What follows belongs to an exercise in optimizing a design on an open flow for small area, a short achievable clock period and few clock cycles per item; a production flow would make more cautious choices.
At most, simulation tests tie the RTL to the original design; equivalence was not proved.
The RTL of run 2 was laid out without a check of its function.

<file path="flow/run.sh">
#!/bin/bash
# synth_recipe.tcl (not shown) runs the flow's synth.tcl, then flattens the netlist and writes it again
# the make line also repeats each setting of config.mk as NAME=value (left out here)
make -C /OpenROAD-flow-scripts/flow DESIGN_CONFIG=/design/flow/config.mk WORK_HOME=/design/flow/orfs CLKGATE_MAP_FILE= SYNTH_SCRIPT=/design/flow/synth_recipe.tcl finish
</file>
<file path="flow/config.mk">
export PLATFORM = sky130hd
export DESIGN_NAME = RGB2YUV
export DESIGN_NICKNAME = RGB2YUV
export VERILOG_FILES = /design/flow/design.v
export SDC_FILE = /design/flow/constraint.sdc
export NUM_CORES = 4
export LEC_CHECK = 0
export CAP_MARGIN = 20
export CORE_MARGIN = 2
export CORE_UTILIZATION = 40
export SLEW_MARGIN = 20
</file>
<file path="flow/constraint.sdc">
create_clock -name core_clock -period 10.0 [get_ports {clk}]
set_input_delay 2.0000 -clock core_clock [delete_from_list [all_inputs] [get_ports {clk}]]
set_output_delay 2.0000 -clock core_clock [all_outputs]
set_load 0.01 [all_outputs]
</file>
<file path="flow/design.v">
module Add(A, B, Add);
	input signed [9-1:0] A, B;
	output [9-1:0] Add;
	assign Add = A + B;
endmodule
module MUX2 (
	input [9-1:0] A, B,
	input S,
	output reg [9-1:0] Y
);
	always @(*) begin
		case (S)
			1'b0: Y = A;
			1'b1: Y = B;
			default : Y = A;
		endcase
	end
endmodule
module MUX3 (
	input [9-1:0] A, B, C,
	input [1:0] S,
	output reg [9-1:0] Y
);
	always @(*) begin
		case (S)
			2'b00: Y = A;
			2'b01: Y = B;
			2'b10: Y = C;
			default : Y = A;
		endcase
	end
endmodule
module MUX4 (
	input [9-1:0] A, B, C, D,
	input [1:0] S,
	output reg [9-1:0] Y
);
	always @(*) begin
		case (S)
			2'b00: Y = A;
			2'b01: Y = B;
			2'b10: Y = C;
			2'b11: Y = D;
		endcase
	end
endmodule
module Mul(A, B, Mul);
	input signed [9-1:0] A, B; 
	output [9-1:0] Mul;
	wire s;
	wire [7:0] N;
	assign {s, Mul, N} = A * B;
endmodule
module ROM (clk, addr, data);
	input clk;
	input [2:0] addr;
	output reg [8:0] data;
	always @(*) 
	begin
		case(addr)
		3'b000: data <= 9'b001001100;
		3'b001: data <= 9'b010010110;
		3'b010: data <= 9'b111010101;
		3'b011: data <= 9'b110101100;
		3'b100: data <= 9'b010000000;
		3'b101: data <= 9'b110010101;
		3'b110: data <= 9'b111101100;
		3'b111: data <= 9'b000011101;
		endcase
	end
endmodule
module Register (
	input [9-1:0] D,
	input reset, clk, load,
	output reg [9-1:0] Q
);
	always @(posedge clk or negedge reset) begin
		if(!reset)
			Q <= 9'b0;
		else if(load)
			Q <= D;
	end
endmodule
`timescale 1ns/1ps
module Controller ( start, rst_n, clk, done, control);
	input start, rst_n, clk;
	output reg done;
	output reg [21:0] control;
	reg [3:0] Current_State, Next_State;
	always @(posedge clk or negedge rst_n) begin
		if(!rst_n) Current_State <= 4'b0000;
		else Current_State <= Next_State;
	end
	always @(Current_State or start) 
	begin
		case (Current_State)
			4'b0000:
			begin
				control = 22'b1_1_1_0_0_0_000_00_00_00_0_00_0_0_0_0;
				done = 1'b0;
				if(~start) Next_State = 4'b0000;
				else Next_State = 4'b0001;
			end
			4'b0001:
			begin
				control = 22'b0_0_0_1_0_0_000_10_00_00_0_00_0_0_0_0; 
				done = 1'b0;
				Next_State = 4'b0010;
			end
			4'b0010:
			begin
				control = 22'b0_0_0_0_1_0_001_01_00_00_0_00_0_0_0_0;
				done = 1'b0;
				Next_State = 4'b0011;
			end
			4'b0011:
			begin
				control = 22'b0_0_0_1_1_0_010_10_10_11_0_00_0_1_0_0;
				done = 1'b0;
				Next_State = 4'b0100;
			end
			4'b0100:
			begin
				control = 22'b0_0_0_0_0_1_011_01_00_00_0_00_0_0_0_0;
				done = 1'b0;
				Next_State = 4'b0101;
			end
			4'b0101:
			begin
				control = 22'b0_0_0_0_1_1_100_00_01_00_0_00_0_0_0_1;
				done = 1'b0;
				Next_State = 4'b0110;
			end
			4'b0110:
			begin
				control = 22'b1_0_0_0_1_0_100_10_00_11_1_00_0_0_0_0;
				done = 1'b0;
				Next_State = 4'b0111;
			end
			4'b0111:
			begin
				control = 22'b1_1_0_0_0_0_101_01_11_00_1_01_0_0_0_0;
				done = 1'b0;
				Next_State = 4'b1000;
			end
			4'b1000:
			begin
				control = 22'b0_1_0_0_1_0_110_00_01_10_0_01_0_0_1_0;
				done = 1'b0;
				Next_State = 4'b1001;
			end
			4'b1001:
			begin
				control = 22'b0_1_1_0_0_0_111_00_00_10_0_01_1_0_0_0;
				done = 1'b0;
				Next_State = 4'b1010;
			end
			4'b1010:
			begin
				control = 22'b0_1_0_0_0_0_000_00_10_10_0_10_0_0_0_0;
				done = 1'b0;
				Next_State = 4'b1011;
			end
			4'b1011:
			begin
				control = 22'b0_0_1_0_0_0_000_00_01_01_0_00_1_0_0_0; 
				done = 1'b1;
				Next_State = 4'b0000;
			end
			default:
				begin
					control= 22'b0_0_1_0_0_0_000_00_01_01_0_00_1_0_0_0;
					done = 1'b1;
					Next_State = 4'b0000;
				end
		endcase
	end
endmodule
`timescale 1ns/1ps
module Datapath ( inportR, inportG, inportB, control, clk, rst_n, outportY, outportU, outportV, done );
	input [9-1:0] inportR, inportG, inportB;
	input [21:0] control;
	input clk, rst_n, done;
	output [9-1:0] outportY, outportU, outportV;
	wire [9-1:0] M1_OUT, M2_OUT, M3_OUT, M4_OUT, M5_OUT, M6_OUT, M7_OUT;
	wire [9-1:0] M8_OUT, M9_OUT, Fadd, Fmul, R1, R2, R3, R4, R5, R6, data;
	Register r1( .D(M4_OUT), .reset(rst_n), .clk(clk), .load(control[21:21]), .Q(R1) );
	Register r2( .D(M5_OUT), .reset(rst_n), .clk(clk), .load(control[20:20]), .Q(R2) );
	Register r3( .D(M6_OUT), .reset(rst_n), .clk(clk), .load(control[19:19]), .Q(R3) );
	Register r4( .D(M7_OUT), .reset(rst_n), .clk(clk), .load(control[18:18]), .Q(R4) );
	Register r5( .D(M8_OUT), .reset(rst_n), .clk(clk), .load(control[17:17]), .Q(R5) );
	Register r6( .D(M9_OUT), .reset(rst_n), .clk(clk), .load(control[16:16]), .Q(R6) );
	MUX3 M1 ( .A(R3), .B(R2), .C(R1), .S(control[12:11]), .Y(M1_OUT) );
	MUX4 M2 ( .A(9'b010000000), .B(R5), .C(R4), .D(R1), .S(control[10:9]), .Y(M2_OUT) );
	MUX4 M3 ( .A(R6), .B(R3), .C(R2), .D(R5), .S(control[8:7]), .Y(M3_OUT) );
	MUX2 M4 ( .A(inportR), .B(Fadd), .S(control[6:6]), .Y(M4_OUT) );
	MUX3 M5 ( .A(inportG), .B(Fmul), .C(Fadd), .S(control[5:4]), .Y(M5_OUT) );
	MUX2 M6 ( .A(inportB), .B(Fadd), .S(control[3:3]), .Y(M6_OUT) );
	MUX2 M7 ( .A(Fmul), .B(Fadd), .S(control[2:2]), .Y(M7_OUT) );
	MUX2 M8 ( .A(Fmul), .B(Fadd), .S(control[1:1]), .Y(M8_OUT) );
	MUX2 M9 ( .A(Fmul), .B(Fadd), .S(control[0:0]), .Y(M9_OUT) );
	Mul FU1 ( .A(M1_OUT), .B(data), .Mul(Fmul) );
	Add FU2 ( .A(M2_OUT), .B(M3_OUT), .Add(Fadd) );
	ROM FU3 ( .clk(clk), .addr(control[15:13]), .data(data) );
	Register r7(R2, rst_n, clk, done, outportY);
	Register r9(R1, rst_n, clk, done, outportU);
	Register r8(Fadd, rst_n, clk, done, outportV);
endmodule
`timescale 1ns/1ps
module RGB2YUV (start, clk, rst_n, inportR, inportG, inportB, done, outportY, outportU, outportV);
	input start, clk, rst_n;
	input [9-1:0] inportR, inportG, inportB;
	output done;
	output [9-1:0] outportY, outportU, outportV;
	wire [21:0] control;
	Controller Controller( .start(start), .rst_n(rst_n), .clk(clk), .done(done), .control(control) );
	Datapath Datapath( .inportR(inportR), .inportG(inportG), .inportB(inportB), .control(control), .clk(clk), 
	.rst_n(rst_n), .outportY(outportY), .outportU(outportU), .outportV(outportV) ,.done(done) );
endmodule
</file>
==> impl_metrics.toml, run 1 <==
[run_status]
outcome = "finished clean"

[clock_network]
cts.htree.levels = 3
ctsResizeCount = 0
cts_setup_buffers = 0
path_clk_slew_ns = 0.07
numCtsBuffers = 9
cts_tree = "yes"
clk-insertion-delay-late_ns = 0.35
clock_path_buffers = 2
postCtsHoldBufs = 0
num_clock_sinks = 85
clk_root_buffer_cell = "sky130_fd_sc_hd__clkbuf_16"

[placed_design]
area_post_placement_um2 = 8530
pre_cts_ws_ns = 2.00
post-dp-hpwl_mm = 18.4
placedCellCount = 1206
io_buffers = 57
routability_driven_placement_congestion_ratio = 0.968

[timing]
grt_setup_unrepaired = "no"
hold_viol = 0
timing.final.setup_violations = 0
max_freq_mhz = 122
worst-slew-pin-transition_ns = 1.22
clock_skew_ns = 0.00861
final_max_slew_viol_count = 0
setup_slack_ns = 1.80
period_needed_ns = 8.20
final.period_utilization = 0.820
holdWs_ns = 0.471
totalNegativeSetupSlack_ns = 0
slew_headroom = 0.179

[grt]
globalRouteOverflowTotal = 0
global_route_wire_length_before_repair_mm = 37.9
groute.usage.overall = 0.246
grt_antenna_before_repair = 0
grt_pass1_vias = 6579
pin_count_of_the_biggest_net_entering_global_routing = 59

[worst_setup_path]
cp.arrival_ns = 8.47
worstPathRequired_ns = 10.27
end_kind = "flop"
timing.rr.start = "Controller.Current_State[0]$_DFF_PN0_"
critical_path_class = "flop to flop"
setup.worst_path.start = "Controller.Current_State[0]$_DFF_PN0_"
number_of_cells_on_the_worst_reg_to_reg_path = 25
startpoint_type = "flop"
worst-path-max-fanout = 14
rrSetupSlack_ns = 1.80

[die]
die_y_um = 143
initial_core_util = 0.409
die_area_um2 = 20400
die_w_um = 143
core_area_um2 = 18800
num_io_pins = 58
row_count = 50

[synthesis]
avgSynthCellArea_um2 = 8.39
ys_types = 55
asyncSetResetFlopFracSynth = 1.00
synth_fp_nets = 1058
postSynthCellCount = 919
ys_seq_area_frac = 0.276
synth.cell_area_um2 = 7710
synth_edf_count = 0
ys_warn_count = 6
yosys_most_used_dff = "sky130_fd_sc_hd__dfrtp_1"
ys_ff_latch = 85

[route]
drt-initial-drc-count = 711
wire_per_inst_um = 19.5
drc = 0
per_cell_via_count_in_the_routed_design = 5.47
detail_route.wirelength_mm = 23.9
postRouteAntennaNets = 0
drt_first_pass_iters = 7
via_count = 6683

[final_layout]
nNetsFinal = 1096
finish.utilization = 0.468
final_cell_count_no_fill = 1222
drive_above_1_share = 0.0457
flow.area_growth_from_synthesis_pct = 14.4
multi_input_area_um2 = 5030
regArea_um2 = 2130
number_of_diodes_added_for_antenna_fixing = 0
fill_cells = 1905
finish.instance_area_um2 = 8810

[job]
cap_violations = 0

[min_path]
hold_path.class = "flop to flop"
hold_path_depth = 2
worst_hold_startpoint = "Datapath.r7.Q[7]$_DFFE_PN0P_"
[layout by cell type (no fill, tap or decap), types with 4 or more instances in the layout]
cell                              synthesis  layout
sky130_fd_sc_hd__fa_1                    67      67
sky130_fd_sc_hd__clkdlybuf4s50_1          0      56
sky130_fd_sc_hd__dfrtp_1                 85      85
sky130_fd_sc_hd__a222oi_1                 7       7
sky130_fd_sc_hd__a21o_1                   6       6
sky130_fd_sc_hd__nand2_1                173     173
sky130_fd_sc_hd__clkinvlp_4               0       4
sky130_fd_sc_hd__nor3_1                   5       5
sky130_fd_sc_hd__o211ai_1                 7       7
sky130_fd_sc_hd__a22oi_1                 29      29
sky130_fd_sc_hd__inv_1                  103     103
sky130_fd_sc_hd__buf_4                    0      12
sky130_fd_sc_hd__nor2_1                  82      82
sky130_fd_sc_hd__mux2_2                   8       8
sky130_fd_sc_hd__a221oi_1                 6       6
sky130_fd_sc_hd__xnor2_1                 23      23
sky130_fd_sc_hd__clkbuf_16                0       9
sky130_fd_sc_hd__nor2b_1                 11      11
sky130_fd_sc_hd__and2_1                   5       5
sky130_fd_sc_hd__o21ai_0                 82      82
sky130_fd_sc_hd__mux2i_1                 14      14
sky130_fd_sc_hd__nand2b_1                11      11
sky130_fd_sc_hd__nand3_1                  6       6
sky130_fd_sc_hd__ha_1                    42      42
sky130_fd_sc_hd__a21oi_1                 42      42
sky130_fd_sc_hd__o21a_1                   9       9
sky130_fd_sc_hd__xor2_1                   7       7
[routing by layer]
| layer | track usage | share of wire | wire length [µm] | vias up |
|---|---|---|---|---|
| li1 | - | - | - | 3117 |
| met1 | 0.369 | 0.46 | 11000 | 3261 |
| met2 | 0.372 | 0.45 | 10700 | 266 |
| met3 | 0.0376 | 0.068 | 1640 | 39 |
| met4 | 0.0604 | 0.021 | 498 | 0 |
| met5 | 0 | 0 | 0 | - |
[worst max-delay path, cell delays in order, from the launching register on]
cell,delay (ns)
sky130_fd_sc_hd__dfrtp_1,0.67
sky130_fd_sc_hd__clkinv_1,0.41
sky130_fd_sc_hd__nand2_1,0.20
sky130_fd_sc_hd__mux2i_1,0.08
sky130_fd_sc_hd__nor2b_1,0.17
sky130_fd_sc_hd__inv_1,0.10
sky130_fd_sc_hd__ha_1,0.40
sky130_fd_sc_hd__a22oi_1,0.21
sky130_fd_sc_hd__o21ai_0,0.69
sky130_fd_sc_hd__nand2_1,0.16
sky130_fd_sc_hd__fa_1,0.54
sky130_fd_sc_hd__inv_1,0.06
sky130_fd_sc_hd__fa_1,0.53
sky130_fd_sc_hd__fa_1,0.44
sky130_fd_sc_hd__fa_1,0.54
sky130_fd_sc_hd__inv_1,0.05
sky130_fd_sc_hd__fa_1,0.53
sky130_fd_sc_hd__inv_1,0.04
sky130_fd_sc_hd__ha_1,0.30
sky130_fd_sc_hd__inv_1,0.08
sky130_fd_sc_hd__o21bai_1,0.22
sky130_fd_sc_hd__a21oi_1,0.20
sky130_fd_sc_hd__o21a_1,0.24
sky130_fd_sc_hd__o311ai_0,0.91
sky130_fd_sc_hd__a221oi_1,0.17
sky130_fd_sc_hd__a21oi_1,0.17
[synth_stat cells, types with 4 or more instances]
library cell | n | area share
sky130_fd_sc_hd__a21o_1 | 6 | 0.0058
sky130_fd_sc_hd__a21oi_1 | 42 | 0.027
sky130_fd_sc_hd__a221oi_1 | 6 | 0.0068
sky130_fd_sc_hd__a222oi_1 | 7 | 0.0091
sky130_fd_sc_hd__a22oi_1 | 29 | 0.028
sky130_fd_sc_hd__and2_1 | 5 | 0.0041
sky130_fd_sc_hd__buf_1 | 5 | 0.0024
sky130_fd_sc_hd__clkbuf_1 | 34 | 0.017
sky130_fd_sc_hd__dfrtp_1 | 85 | 0.28
sky130_fd_sc_hd__fa_1 | 67 | 0.17
sky130_fd_sc_hd__ha_1 | 42 | 0.068
sky130_fd_sc_hd__inv_1 | 103 | 0.050
sky130_fd_sc_hd__mux2_2 | 8 | 0.012
sky130_fd_sc_hd__mux2i_1 | 14 | 0.018
sky130_fd_sc_hd__nand2_1 | 173 | 0.084
sky130_fd_sc_hd__nand2b_1 | 11 | 0.0089
sky130_fd_sc_hd__nand3_1 | 6 | 0.0039
sky130_fd_sc_hd__nor2_1 | 82 | 0.040
sky130_fd_sc_hd__nor2b_1 | 11 | 0.0089
sky130_fd_sc_hd__nor3_1 | 5 | 0.0032
sky130_fd_sc_hd__nor4_1 | 4 | 0.0032
sky130_fd_sc_hd__o211ai_1 | 7 | 0.0068
sky130_fd_sc_hd__o21a_1 | 9 | 0.0088
sky130_fd_sc_hd__o21ai_0 | 82 | 0.053
sky130_fd_sc_hd__xnor2_1 | 23 | 0.026
sky130_fd_sc_hd__xor2_1 | 7 | 0.0080
[cell families after synthesis]
group / count (synthesis) / synth area share
buffers and inverters: 146 / 0.0722
multiplexers: 22 / 0.0299
XOR/XNOR: 30 / 0.0341
adder cells (fa/ha/maj): 109 / 0.242
flip-flops: 85 / 0.276
AND/OR/NAND/NOR: 310 / 0.169
AO/OA/AOI/OAI: 217 / 0.177
[path summary, 6_finish.rpt]
check / to
max: Datapath.r2.Q[5]$_DFFE_PN0P_
min: Datapath.r7.Q[7]$_DFFE_PN0P_
max reg2reg: Datapath.r2.Q[5]$_DFFE_PN0P_
min reg2reg: Datapath.r7.Q[7]$_DFFE_PN0P_
max in group asynchronous: Datapath.r7.Q[7]$_DFFE_PN0P_
min in group asynchronous: Datapath.r5.Q[4]$_DFFE_PN0P_
[final cells by class]
| class | instances | area share |
|---|---|---|
| multi-input combinational | 688 | 0.571 |
| inverter | 105 | 0.0447 |
| clock buffer | 10 | 0.0271 |
| tap | 260 | 0.0369 |
| timing repair buffer | 68 | 0.0738 |
| clock inverter | 6 | 0.00539 |
| sequential | 85 | 0.241 |
==> inputs of run 2 (changes only) <==
==> flow/design.v (replaced) <==
`timescale 1ns/1ps
module RGB2YUV (start, clk, rst_n, inportR, inportG, inportB, done, outportY, outportU, outportV);
	input start, clk, rst_n;
	input [8:0] inportR, inportG, inportB;
	output done;
	output reg [8:0] outportY, outportU, outportV;
	function [8:0] m;
		input [8:0] x;
		input [8:0] c;
		reg signed [17:0] p;
		begin
			p = $signed({{9{x[8]}}, x}) * $signed({{9{c[8]}}, c});
			m = p[16:8];
		end
	endfunction
	wire [8:0] y = m(inportR, 9'd76) + m(inportG, 9'd150) + m(inportB, 9'd29);
	wire [8:0] u = 9'd128 + m(inportB, 9'd128) + m(inportR, 9'h1D5) + m(inportG, 9'h1AC);
	wire [8:0] v = m(inportR, 9'd128) + m(inportG, 9'h195) + 9'd128 + m(inportB, 9'h1EC);
	assign done = start;
	always @(posedge clk or negedge rst_n) begin
		if (!rst_n) begin
			outportY <= 9'd0;
			outportU <= 9'd0;
			outportV <= 9'd0;
		end else if (start) begin
			outportY <= y;
			outportU <= u;
			outportV <= v;
		end
	end
endmodule
==> run 2 against run 1 <==
Register-to-register slack better by 7.2 ns. Maximum frequency is 1.2% lower. First-iteration DRC count is 72% lower. Non-clock buffer count is 7 lower.
==> impl_metrics.toml, run 2 <==
[grt]
most_utilized_layer_in_the_global_route_result = "met2"
global_route_wire_length_before_repair_mm = 32.2
grtUsageMet2 = 0.295
grt_util_met3 = 0.00583
grt_antenna_before_repair = 0
groute.usage.overall = 0.166
globalRouteMet1Util = 0.227
pin_count_of_the_biggest_net_entering_global_routing = 36
grt_pass1_vias = 6589
globalRouteOverflowTotal = 0

[synthesis]
postSynthCellCount = 983
synth.cell_area_um2 = 9200
post-synth-top-area-fraction = 0.325
netlist_top_cells_count = "sky130_fd_sc_hd__inv_1 (266), sky130_fd_sc_hd__ha_1 (239), sky130_fd_sc_hd__fa_1 (106)"
ys_seq_area_frac = 0.0734
ys_warn_count = 1
synth.most_common_cell = "sky130_fd_sc_hd__inv_1"
ys_ff_latch = 27
netlist_top_cells_area = "sky130_fd_sc_hd__ha_1 (32%), sky130_fd_sc_hd__fa_1 (23%), sky130_fd_sc_hd__inv_1 (11%)"
asyncSetResetFlopFracSynth = 1.00
yosys_most_used_dff = "sky130_fd_sc_hd__dfrtp_1"
synth_fp_nets = 1358
ys_types = 52
yosysTopAreaCell = "sky130_fd_sc_hd__ha_1"
synth_edf_count = 0
avgSynthCellArea_um2 = 9.36

[timing]
final_max_slew_viol_count = 0
hold_viol = 0
worst-slew-pin-transition_ns = 0.659
slew_headroom = 0.555
final.period_utilization = 0.830
totalNegativeSetupSlack_ns = 0
timing.final.setup_violations = 0
grt_setup_unrepaired = "no"
max_freq_mhz = 121
period_needed_ns = 8.30
clock_skew_ns = 0

[clock_network]
clk_root_buffer_cell = "sky130_fd_sc_hd__clkbuf_16"
path_clk_slew_ns = 0.07
cts_tree = "yes"
ctsResizeCount = 0
num_clock_sinks = 27
clk-insertion-delay-late_ns = 0.27
cts_setup_buffers = 0
postCtsHoldBufs = 0
cts.htree.levels = 1
numCtsBuffers = 3
clock_path_buffers = 2

[final_layout]
layout.cells.most_common_list = "sky130_fd_sc_hd__inv_1 (266), sky130_fd_sc_hd__ha_1 (239), sky130_fd_sc_hd__fa_1 (106)"
regArea_um2 = 676
fill_cells = 2195
finish.utilization = 0.451
finish.instance_area_um2 = 10200
nNetsFinal = 1417
number_of_diodes_added_for_antenna_fixing = 0
drive_above_1_share = 0.0413
multi_input_area_um2 = 7490
biggestRegsByFlops = "outportU: 9 flops, outportV: 9 flops, outportY: 9 flops"
flow.area_growth_from_synthesis_pct = 10.9
final_common_cell = "sky130_fd_sc_hd__inv_1"

[placed_design]
routability_driven_placement_congestion_ratio = 0.831
area_post_placement_um2 = 10100
io_buffers = 57
post-dp-hpwl_mm = 17.0

[worst_setup_path]
worstPathRequired_ns = 10.16
worst-path-max-fanout = 10
startpoint_type = "input port"
critical_path_class = "input port to flop"
cp.arrival_ns = 8.46
end_kind = "flop"

[min_path]
hold_path.class = "flop to flop"

[route]
wire_per_inst_um = 14.3
drt-initial-drc-count = 198
drt_first_pass_iters = 4
drc = 0
postRouteAntennaNets = 0
detail_route.wirelength_mm = 19.0
via_count = 6296
per_cell_via_count_in_the_routed_design = 4.75

[die]
num_io_pins = 58
initial_core_util = 0.406
core_area_um2 = 22600
row_count = 55
die_w_um = 156
die_y_um = 156
die_area_um2 = 24200

[job]
cap_violations = 0

[run_status]
outcome = "finished clean"
## run 2: changes by cell type in the layout (fill, tap and decap cells not counted), sizes merged, moves of 41 or more
cell	change
ha	+197
o21ai	-68
inv	+162
nand2	-159
dfrtp	-58
xnor2	+41
## run 2: worst paths after layout
check | endpoint | cells past startpoint | slack [ns] | startpoint
worst min-delay path | outportY[5]$_DFFE_PN0P_ | 1 | 0.51 | outportY[5]$_DFFE_PN0P_
worst max-delay path | outportV[8]$_DFFE_PN0P_ | 27 | 1.70 | inportG[5]
min in group asynchronous | outportV[6]$_DFFE_PN0P_ | 2 | 2.12 | rst_n
worst min register to register | outportY[5]$_DFFE_PN0P_ | 1 | 0.51 | outportY[5]$_DFFE_PN0P_
worst max register to register | outportU[8]$_DFFE_PN0P_ | 3 | 8.97 | outportU[8]$_DFFE_PN0P_
max in group asynchronous | outportV[1]$_DFFE_PN0P_ | 2 | 7.60 | rst_n
## run 2: stage by stage
step                std cells  hold slack (ns)  setup slack (ns)
finish                   1326            0.512              1.70
global route             1326            0.533              1.26
CTS                      1326            0.517              1.66
detailed placement       1322            0.500              1.39
global placement         1322            0.491              1.41
floorplan                 983            0.547              2.56
## run 2: cell families (layout without fill, tap and decap cells)
| family | after synthesis | in the layout | share of synthesized area |
|---|---|---|---|
| adders and majority gates | 345 | 345 | 0.556 |
| buffers and inverters | 274 | 332 | 0.112 |
| AOI/OAI and AO/OA | 97 | 97 | 0.0726 |
| xor gates and xnor gates | 90 | 90 | 0.0872 |
| muxes | 27 | 27 | 0.0324 |
| and+or+nand+nor | 123 | 123 | 0.0668 |
| DFF | 27 | 27 | 0.0734 |
## run 2: worst max-delay path, cell delays in order
cell and delay (ns):
sky130_fd_sc_hd__clkdlybuf4s50_1 0.84, sky130_fd_sc_hd__inv_1 0.10, sky130_fd_sc_hd__ha_1 0.34, sky130_fd_sc_hd__inv_1 0.07, sky130_fd_sc_hd__ha_1 0.29, sky130_fd_sc_hd__ha_1 0.32, sky130_fd_sc_hd__fa_1 0.50, sky130_fd_sc_hd__ha_1 0.33
sky130_fd_sc_hd__a21oi_1 0.24, sky130_fd_sc_hd__nand2_1 0.12, sky130_fd_sc_hd__a21oi_1 0.24, sky130_fd_sc_hd__nor2b_1 0.07, sky130_fd_sc_hd__nor2_1 0.11, sky130_fd_sc_hd__xor2_1 0.20, sky130_fd_sc_hd__fa_1 0.43, sky130_fd_sc_hd__inv_1 0.07
sky130_fd_sc_hd__ha_1 0.23, sky130_fd_sc_hd__ha_1 0.24, sky130_fd_sc_hd__fa_1 0.40, sky130_fd_sc_hd__a21o_1 0.17, sky130_fd_sc_hd__a21oi_1 0.23, sky130_fd_sc_hd__o21bai_1 0.09, sky130_fd_sc_hd__a21oi_1 0.17, sky130_fd_sc_hd__xnor2_1 0.15
sky130_fd_sc_hd__xnor2_1 0.15, sky130_fd_sc_hd__xnor2_1 0.09, sky130_fd_sc_hd__mux2_2 0.26
## run 2: metal layers
metal | up-vias | routed length [µm]
met3 | 11 | 364
met1 | 2988 | 9250
met4 | 0 | 331
met5 | - | 0
li1 | 3241 | -
met2 | 56 | 9010
## run 2: area by class of cell
| cell class | instances | share of cell area |
|---|---|---|
| Sequential cell | 27 | 0.0662 |
| Timing Repair Buffer | 61 | 0.0588 |
| Inverter | 267 | 0.0982 |
| Multi-Input combinational cell | 682 | 0.734 |
| Tap cell | 285 | 0.0349 |
| Clock buffer | 4 | 0.00772 |

[what the ideal ports hide]
Ports are ideal in the flow. The routed layouts listed here were re-timed in OpenROAD. Step 1: set_driving_cell puts a clkbuf_16 on clk and a buf_2 on each other input, an assumption about the parent block. Step 2 times the ports against the registers' clock, not the clock port: input delays grow and output delays shrink by t, the midpoint of the rising clock arrivals with the driver on. Three values: no drivers, after step 1, after step 2; two values: the first two.
| run | t (ns) | setup slack, ns | clock arrival spread, ns | worst data-port slew with drivers (ns) |
|---|---|---|---|---|
| run 1 | 0.387 | 1.800 / 1.800 / 1.800 | 0.009 / 0.009 | 0.06 |
| run 2 | 0.307 | 1.703 / 1.715 / 1.408 | 0.002 / 0.003 | 0.04 |
After both steps every run listed still meets setup and hold. For run 2, which loses most, drivers alone change the setup slack by +0.012 ns; drivers and shift together by -0.295 ns.
